Background: an optimization exercise with open tools, aiming at small area and a short achievable clock period. Do not read the settings as production practice. Only simulation tests tie the RTL to the original design; equivalence was not proved. No driver is modelled on the clock port, so clock power and skew are understated where the tree is cut down; a real chip needs a root buffer or a tree. Power figures rest on the tool's default switching activity, not on a simulated workload.

==> 04-10 <==
## TM_ALU
module TM_ALU (clk, reset, AvgTxLen, InstExed, CurTxLen, AvgTxLen_new, InstExed_new);
    input clk, reset;
    input [7:0] AvgTxLen, InstExed, CurTxLen;
    output [7:0] AvgTxLen_new, InstExed_new;
    reg a0_0, a0_1, a0_2, a0_3, a0_4, a0_5, a0_6, a0_7, i0_0, i0_1, i0_2, i0_3, i0_4, i0_5, i0_6, i0_7, t0_0, t0_1, t0_2, t0_3, t0_4, t0_5, t0_6, t0_7, i1_0, i1_1, i1_2, i1_3, i1_4, i1_5, i1_6, i1_7, sg1, a1_0, a1_1, a1_2, a1_3, a1_4, a1_5, a1_6, a1_7, r1_0, r1_1, r1_2, d1_4, d1_3, d1_2, d1_1, d1_0, i2_0, i2_1, i2_2, i2_3, i2_4, i2_5, i2_6, i2_7, sg2, a2_0, a2_1, a2_2, a2_3, a2_4, a2_5, a2_6, a2_7, q2_4, q2_3, q2_2, r2_0, r2_1, r2_2, r2_3, r2_4, r2_5, d2_1, d2_0, avg3_0, avg3_1, avg3_2, avg3_3, avg3_4, avg3_5, avg3_6, avg3_7, inst3_0, inst3_1, inst3_2, inst3_3, inst3_4, inst3_5, inst3_6, inst3_7;
  ...
Settings: LEC_CHECK=0, CAP_MARGIN=20, CORE_MARGIN=2, CORE_UTILIZATION=40, SLEW_MARGIN=20, SYNTH_HIERARCHICAL=1; clock period 27.0 ns.
standard.sh (not shown) runs the stock make flow with config.mk's settings and CLKGATE_MAP_FILE= SYNTH_SCRIPT=/design/flow/synth_recipe.tcl, a recipe that flattens the netlist after the stock synthesis.
==> flow/flow/run.sh <==
#!/bin/bash
set -euo pipefail
export SETUP_SLACK_MARGIN=21.1
export BUFFER_PORTS_ARGS="-buffer_cell sky130_fd_sc_hd__buf_1"
export POST_CTS_TCL="$(pwd)/flow/cts_post.tcl"
export CLKTREE_N=${CLKTREE_N:-3}
export CLKTREE_BUF=${CLKTREE_BUF:-sky130_fd_sc_hd__clkbuf_16}
bash standard.sh > standard_flow.log 2>&1
Other scripts of this flow, unchanged in this note and not shown: flow/flow/cts_post.tcl
==> 11-22 (differences from 04-10) <==
--- a/flow/flow/run.sh
+++ b/flow/flow/run.sh
@@ -2,3 +2,2 @@
 set -euo pipefail
-export SETUP_SLACK_MARGIN=21.1
 export BUFFER_PORTS_ARGS="-buffer_cell sky130_fd_sc_hd__buf_1"
==> qor summary <==
	04-10	11-22
Via density per instance	4.36	4.35
Minimum clock period	6.01 ns	6.05 ns
Outcome	no timing/DRC/antenna violations	no timing/DRC/antenna violations
Mean routed wirelength per cell	10.3 um	10.2 um
DRC violation total after the first TritonRoute iteration	23	29
Metal-1 WL	2.13 mm	2.13 mm
Net count, final	387	386
Routed Wire Length	4.67 mm	4.64 mm
Total non-filler cell area in the finished layout	4090 um2	4040 um2
Share of the cycle needed by the critical path after routing	0.223	0.224
Count of non-filler cells in the finished layout	455	454
Terminus of the critical flop-to-flop path	r2_4	r2_0
Highest clock rate	166 MHz	165 MHz
No run of this note takes its clock network from TritonCTS; it comes from the design's own scripts or RTL.

* * *

==> inputs of run F <==
Another version of the RTL of TM_ALU (not shown whole).
clock: 27.0 ns
lec_check: 0
cap_margin: 20
core_margin: 2
core_utilization: 40
slew_margin: 20
synth_hierarchical: 1
==> flow/flow/run.sh <==
#!/bin/bash
set -euo pipefail
export BUFFER_PORTS_ARGS="-buffer_cell sky130_fd_sc_hd__buf_1"
export POST_CTS_TCL="$(pwd)/flow/cts_post.tcl"
export CLKTREE_N=${CLKTREE_N:-3}
export CLKTREE_BUF=${CLKTREE_BUF:-sky130_fd_sc_hd__clkbuf_16}
bash standard.sh > standard_flow.log 2>&1
==> flow/flow/cts_post.tcl <==
set block [ord::get_db_block]
set nbuf $::env(CLKTREE_N)
set bufm [[ord::get_db] findMaster $::env(CLKTREE_BUF)]
set clkport [$block findBTerm clk]
set clknet [$clkport getNet]
# collect the flip-flop clock pins and the clock-tree cells below the port
set sinks {}
set tree {}
set todo [list $clknet]
while {[llength $todo]} {
  set net [lindex $todo 0]; set todo [lrange $todo 1 end]
  foreach it [$net getITerms] {
    if {[$it isOutputSignal]} continue
    set inst [$it getInst]
    set mname [[$inst getMaster] getName]
    if {[string match "*dfxtp*" $mname]} {
      lappend sinks $it
    } else {
      lappend tree $inst
      foreach ot [$inst getITerms] {
        if {[$ot isOutputSignal] && [$ot getNet] ne "NULL"} { lappend todo [$ot getNet] }
      }
    }
  }
}
puts "clock tree: [llength $sinks] sinks, [llength $tree] tree cells"
# remove the old tree
set oldnets {}
foreach inst $tree {
  foreach ot [$inst getITerms] {
    if {[$ot isOutputSignal] && [$ot getNet] ne "NULL"} { lappend oldnets [$ot getNet] }
  }
}
foreach it $sinks { $it disconnect }
foreach inst $tree { odb::dbInst_destroy $inst }
foreach net [lsort -unique $oldnets] { if {$net ne $clknet} { odb::dbNet_destroy $net } }
# k-means on the flip-flop locations
set pts {}
foreach it $sinks {
  set b [[$it getInst] getBBox]
  lappend pts [list [expr {([$b xMin]+[$b xMax])/2.0}] [expr {([$b yMin]+[$b yMax])/2.0}]]
}
set n [llength $pts]
set cent {}
set sorted [lsort -real -index 0 $pts]
for {set k 0} {$k < $nbuf} {incr k} {
  lappend cent [lindex $sorted [expr {int(($k + 0.5) * $n / $nbuf)}]]
}
# balanced k-means: each buffer gets at most ceil(n / nbuf) flip-flops
set cap [expr {($n + $nbuf - 1) / $nbuf}]
for {set iter 0} {$iter < 30} {incr iter} {
  set pairs {}
  set i 0
  foreach p $pts {
    for {set k 0} {$k < $nbuf} {incr k} {
      set c [lindex $cent $k]
      lappend pairs [list [expr {abs([lindex $p 0]-[lindex $c 0]) + abs([lindex $p 1]-[lindex $c 1])}] $i $k]
    }
    incr i
  }
  set asg [lrepeat $n -1]
  set fill [lrepeat $nbuf 0]
  foreach pr [lsort -real -index 0 $pairs] {
    lassign $pr d i k
    if {[lindex $asg $i] >= 0 || [lindex $fill $k] >= $cap} continue
    lset asg $i $k
    lset fill $k [expr {[lindex $fill $k] + 1}]
  }
  set newc {}
  for {set k 0} {$k < $nbuf} {incr k} {
    set sx 0; set sy 0; set m 0
    foreach p $pts a $asg { if {$a == $k} { set sx [expr {$sx+[lindex $p 0]}]; set sy [expr {$sy+[lindex $p 1]}]; incr m } }
    if {$m} { lappend newc [list [expr {$sx/$m}] [expr {$sy/$m}]] } else { lappend newc [lindex $cent $k] }
  }
  set cent $newc
}
for {set k 0} {$k < $nbuf} {incr k} {
  set inst [odb::dbInst_create $block $bufm "clkbuf_one_$k"]
  set net [odb::dbNet_create $block "clknet_one_$k"]
  $net setSigType CLOCK
  [$inst findITerm A] connect $clknet
  [$inst findITerm X] connect $net
  set c [lindex $cent $k]
  $inst setLocation [expr {int([lindex $c 0])}] [expr {int([lindex $c 1])}]
  $inst setPlacementStatus PLACED
  set m 0
  foreach it $sinks a $asg { if {$a == $k} { $it connect $net; incr m } }
  puts "clkbuf_one_$k: $m sinks"
}
detailed_placement
check_placement -verbose
estimate_parasitics -placement
report_clock_skew
==> run D (differences from run F) <==
--- a/flow/flow/cts_post.tcl
+++ b/flow/flow/cts_post.tcl
@@ -1,6 +1,29 @@
 set block [ord::get_db_block]
 set nbuf $::env(CLKTREE_N)
 set bufm [[ord::get_db] findMaster $::env(CLKTREE_BUF)]
+# Move each flip-flop that drives an output port's buffer next to that buffer.
+foreach bt [$block getBTerms] {
+  if {[$bt getIoType] ne "OUTPUT"} continue
+  set onet [$bt getNet]
+  foreach it [$onet getITerms] {
+    if {![$it isOutputSignal]} continue
+    set buf [$it getInst]
+    foreach bi [$buf getITerms] {
+      if {![$bi isInputSignal]} continue
+      set inet [$bi getNet]
+      if {$inet eq "NULL"} continue
+      foreach fi [$inet getITerms] {
+        if {![$fi isOutputSignal]} continue
+        set ff [$fi getInst]
+        if {![string match "*dfxtp*" [[$ff getMaster] getName]]} continue
+        if {[llength [$inet getITerms]] != 2} continue
+        set bb [$buf getBBox]
+        $ff setLocation [$bb xMin] [$bb yMin]
+      }
+    }
+  }
+}
+detailed_placement
 set clkport [$block findBTerm clk]
 set clknet [$clkport getNet]
 # collect the flip-flop clock pins and the clock-tree cells below the port
==> comparison <==
- Against run D, the global-route usage of run F is lower by 0.42 points.
- Cell area is the same in run F and run D.
- Clock power: run D is lower than run F (about 2%).
- In core utilization, run D and run F do not differ.
- Run D completed without violations. Run F went through all stages and came out clean.
- Combinational power is about the same in run F and run D.
In every run of this note, the design's own scripts or RTL, not TritonCTS, make the clock network.

* * *

==> inputs of v2 <==
Another version of the RTL of TM_ALU (not shown whole).
clock: 27.0 ns
lec_check: 0
cap_margin: 20
core_margin: 2
core_utilization: 60
slew_margin: 20
synth_hierarchical: 1
Scripts as last shown in full above: flow/flow/run.sh
Other scripts of this flow, unchanged in this note and not shown: flow/flow/cts_post.tcl
==> inputs of v29, as changes to v2 <==
--- a/flow/config.mk
+++ b/flow/config.mk
@@ -7,6 +7,6 @@
 export LEC_CHECK = 0
 export CAP_MARGIN = 20
 export CORE_MARGIN = 2
-export CORE_UTILIZATION = 60
+export CORE_UTILIZATION = 40
 export SLEW_MARGIN = 20
 export SYNTH_HIERARCHICAL = 1
==> qor summary <==
quantity	v2	v29
Run status	finished clean	finished clean
DRC violation total after the first TritonRoute iteration	27	23
Per-cell via count in the routed design	4.778	4.330
Fmax	165.1 MHz	165.5 MHz
GRT Util Overall	0.1432	0.09917
P_clk	0.0524 mW	0.0531 mW
Clock period minus final worst setup slack	6.058 ns	6.044 ns
Start point of the critical path	avg3_7	avg3_5
Met1 global-route usage	0.1648	0.1144
Vias	2002	1970
Worst setup skew after layout	0.01087 ns	0.01293 ns
Average wire per cell in the routed design	10.90 um	10.11 um
Min-delay src	sg1	a1_3
Met2 capacity usage during global routing	0.2749	0.1829
In every run of this note, the design's own scripts or RTL, not TritonCTS, make the clock network.

* * *

==> 05-15: inputs <==
TM_ALU, a different RTL version from the one above (not shown whole).
Settings: LEC_CHECK=0, CAP_MARGIN=20, CORE_MARGIN=2, CORE_UTILIZATION=40, SLEW_MARGIN=20, SYNTH_HIERARCHICAL=1; clock period 27.0 ns.
==> flow/flow/run.sh <==
#!/bin/bash
set -euo pipefail
export BUFFER_PORTS_ARGS="-buffer_cell sky130_fd_sc_hd__buf_1"
export CTS_ARGS="-sink_clustering_enable -repair_clock_nets -dont_use_dummy_load -buf_list sky130_fd_sc_hd__clkbuf_8 -sink_clustering_size 30 -sink_clustering_max_diameter 200"
bash standard.sh > standard_flow.log 2>&1
==> 05-05 (differences from 05-15) <==
==> flow/flow/run.sh (replaced) <==
#!/bin/bash
set -euo pipefail
export BUFFER_PORTS_ARGS="-buffer_cell sky130_fd_sc_hd__buf_1"
export POST_CTS_TCL="$(pwd)/flow/cts_post.tcl"
export CLKTREE_N=${CLKTREE_N:-4}
export CLKTREE_BUF=${CLKTREE_BUF:-sky130_fd_sc_hd__clkbuf_16}
bash standard.sh > standard_flow.log 2>&1
==> flow/flow/cts_post.tcl (new file) <==
set block [ord::get_db_block]
set nbuf $::env(CLKTREE_N)
set bufm [[ord::get_db] findMaster $::env(CLKTREE_BUF)]
set clkport [$block findBTerm clk]
set clknet [$clkport getNet]
# collect the flip-flop clock pins and the clock-tree cells below the port
set sinks {}
set tree {}
set todo [list $clknet]
while {[llength $todo]} {
  set net [lindex $todo 0]; set todo [lrange $todo 1 end]
  foreach it [$net getITerms] {
    if {[$it isOutputSignal]} continue
    set inst [$it getInst]
    set mname [[$inst getMaster] getName]
    if {[string match "*dfxtp*" $mname]} {
      lappend sinks $it
    } else {
      lappend tree $inst
      foreach ot [$inst getITerms] {
        if {[$ot isOutputSignal] && [$ot getNet] ne "NULL"} { lappend todo [$ot getNet] }
      }
    }
  }
}
puts "clock tree: [llength $sinks] sinks, [llength $tree] tree cells"
# remove the old tree
set oldnets {}
foreach inst $tree {
  foreach ot [$inst getITerms] {
    if {[$ot isOutputSignal] && [$ot getNet] ne "NULL"} { lappend oldnets [$ot getNet] }
  }
}
foreach it $sinks { $it disconnect }
foreach inst $tree { odb::dbInst_destroy $inst }
foreach net [lsort -unique $oldnets] { if {$net ne $clknet} { odb::dbNet_destroy $net } }
# k-means on the flip-flop locations
set pts {}
foreach it $sinks {
  set b [[$it getInst] getBBox]
  lappend pts [list [expr {([$b xMin]+[$b xMax])/2.0}] [expr {([$b yMin]+[$b yMax])/2.0}]]
}
set n [llength $pts]
set cent {}
set sorted [lsort -real -index 0 $pts]
for {set k 0} {$k < $nbuf} {incr k} {
  lappend cent [lindex $sorted [expr {int(($k + 0.5) * $n / $nbuf)}]]
}
for {set iter 0} {$iter < 30} {incr iter} {
  set asg {}
  foreach p $pts {
    set best 0; set bd 1e30
    for {set k 0} {$k < $nbuf} {incr k} {
      set c [lindex $cent $k]
      set d [expr {abs([lindex $p 0]-[lindex $c 0]) + abs([lindex $p 1]-[lindex $c 1])}]
      if {$d < $bd} { set bd $d; set best $k }
    }
    lappend asg $best
  }
  set newc {}
  for {set k 0} {$k < $nbuf} {incr k} {
    set sx 0; set sy 0; set m 0
    foreach p $pts a $asg { if {$a == $k} { set sx [expr {$sx+[lindex $p 0]}]; set sy [expr {$sy+[lindex $p 1]}]; incr m } }
    if {$m} { lappend newc [list [expr {$sx/$m}] [expr {$sy/$m}]] } else { lappend newc [lindex $cent $k] }
  }
  set cent $newc
}
for {set k 0} {$k < $nbuf} {incr k} {
  set inst [odb::dbInst_create $block $bufm "clkbuf_one_$k"]
  set net [odb::dbNet_create $block "clknet_one_$k"]
  $net setSigType CLOCK
  [$inst findITerm A] connect $clknet
  [$inst findITerm X] connect $net
  set c [lindex $cent $k]
  $inst setLocation [expr {int([lindex $c 0])}] [expr {int([lindex $c 1])}]
  $inst setPlacementStatus PLACED
  set m 0
  foreach it $sinks a $asg { if {$a == $k} { $it connect $net; incr m } }
  puts "clkbuf_one_$k: $m sinks"
}
detailed_placement
check_placement -verbose
estimate_parasitics -placement
report_clock_skew
- CORE_UTILIZATION: 40 -> 60
==> 10-10 (differences from 05-15) <==
==> flow/flow/run.sh (replaced) <==
#!/bin/bash
set -euo pipefail
export BUFFER_PORTS_ARGS="-buffer_cell sky130_fd_sc_hd__buf_1"
bash standard.sh > standard_flow.log 2>&1
- CTS_BUF_LIST: unset -> sky130_fd_sc_hd__clkbuf_8
- CTS_CLUSTER_DIAMETER: unset -> 100
- CTS_CLUSTER_SIZE: unset -> 30
==> results_dict.tcl <==
set metrics [dict create \
    vias 2035 \
    dr_wl_met2_mm 2.31 \
    powerClk_uw 100 \
    holdCritStartpoint "d1_1" \
    run_status "finished clean" \
    gp_congestion 0.716 \
]
the above is filed under 10-10

==> results_dict.tcl <==
set metrics [dict create \
    run_status "finished clean" \
    hold_class "reg2reg" \
    holdCritStartpoint "a1_4" \
    powerClk_uw 69.9 \
    cts_sinks 93 \
    r2r_setup_slack_ns 21.13 \
    gp_congestion 0.716 \
    dr_wl_met2_mm 2.31 \
]
the above is filed under 05-15

==> results_dict.tcl <==
set metrics [dict create \
    run_status "finished clean" \
    dr_wl_met2_mm 2.26 \
    holdCritStartpoint "a1_4" \
    gp_congestion 0.723 \
    intPower_uw 278 \
    synthMuxAreaShare 0.160 \
    core-area_um2 6240 \
    crit_family "flip-flops" \
    final_common_cell "dfxtp_1" \
    powerClk_uw 58.1 \
    vias 1994 \
]
the above is filed under 05-05

In 05-05 the design's own scripts or RTL, not TritonCTS, make the clock network.

## static timing again, ports no longer ideal
The flow's constraints put no driver on any port. The routed layouts listed below were extracted and timed again, unchanged, in two steps. Step 1 (the two cells are an assumption about what drives the block):
set clk [get_ports {clk}]
set_driving_cell -lib_cell sky130_fd_sc_hd__clkbuf_16 $clk
set_driving_cell -lib_cell sky130_fd_sc_hd__buf_2 [delete_from_list [all_inputs] $clk]
Step 2 adds t to the input delays and takes it off the output delays; t is the mean of the earliest and latest rising clock arrival at the registers after step 1. Input paths then give back, and output paths get back, about the clock's delay inside the block. Slacks: ideal / step 1 / step 2; pairs: ideal / step 1.
run	shift t [ns]	setup WS [ns]	worst setup path at the end	latest minus earliest clock arrival (ns)	worst data-port slew with drivers (ns)
04-10	0.229	20.985 / 20.924 / 21.152	register to output	0.007 / 0.007	0.03
11-22	0.228	20.949 / 20.887 / 21.115	register to output	0.008 / 0.009	0.03
run F	0.227	20.954 / 20.893 / 21.120	register to output	0.016 / 0.017	0.03
run D	0.226	20.960 / 20.897 / 21.123	register to output	0.009 / 0.008	0.03
v2	0.225	20.942 / 20.882 / 21.100	register to register	0.011 / 0.011	0.03
v29	0.227	20.956 / 20.896 / 21.123	register to output	0.015 / 0.015	0.03
05-15	0.369	20.784 / 20.754 / 21.123	register to output	0.027 / 0.027	0.03
05-05	0.218	20.976 / 20.905 / 21.123	register to output	0.026 / 0.026	0.03
10-10	0.377	20.784 / 20.754 / 21.131	register to output	0.013 / 0.013	0.03
After both steps every run listed still meets setup and hold.
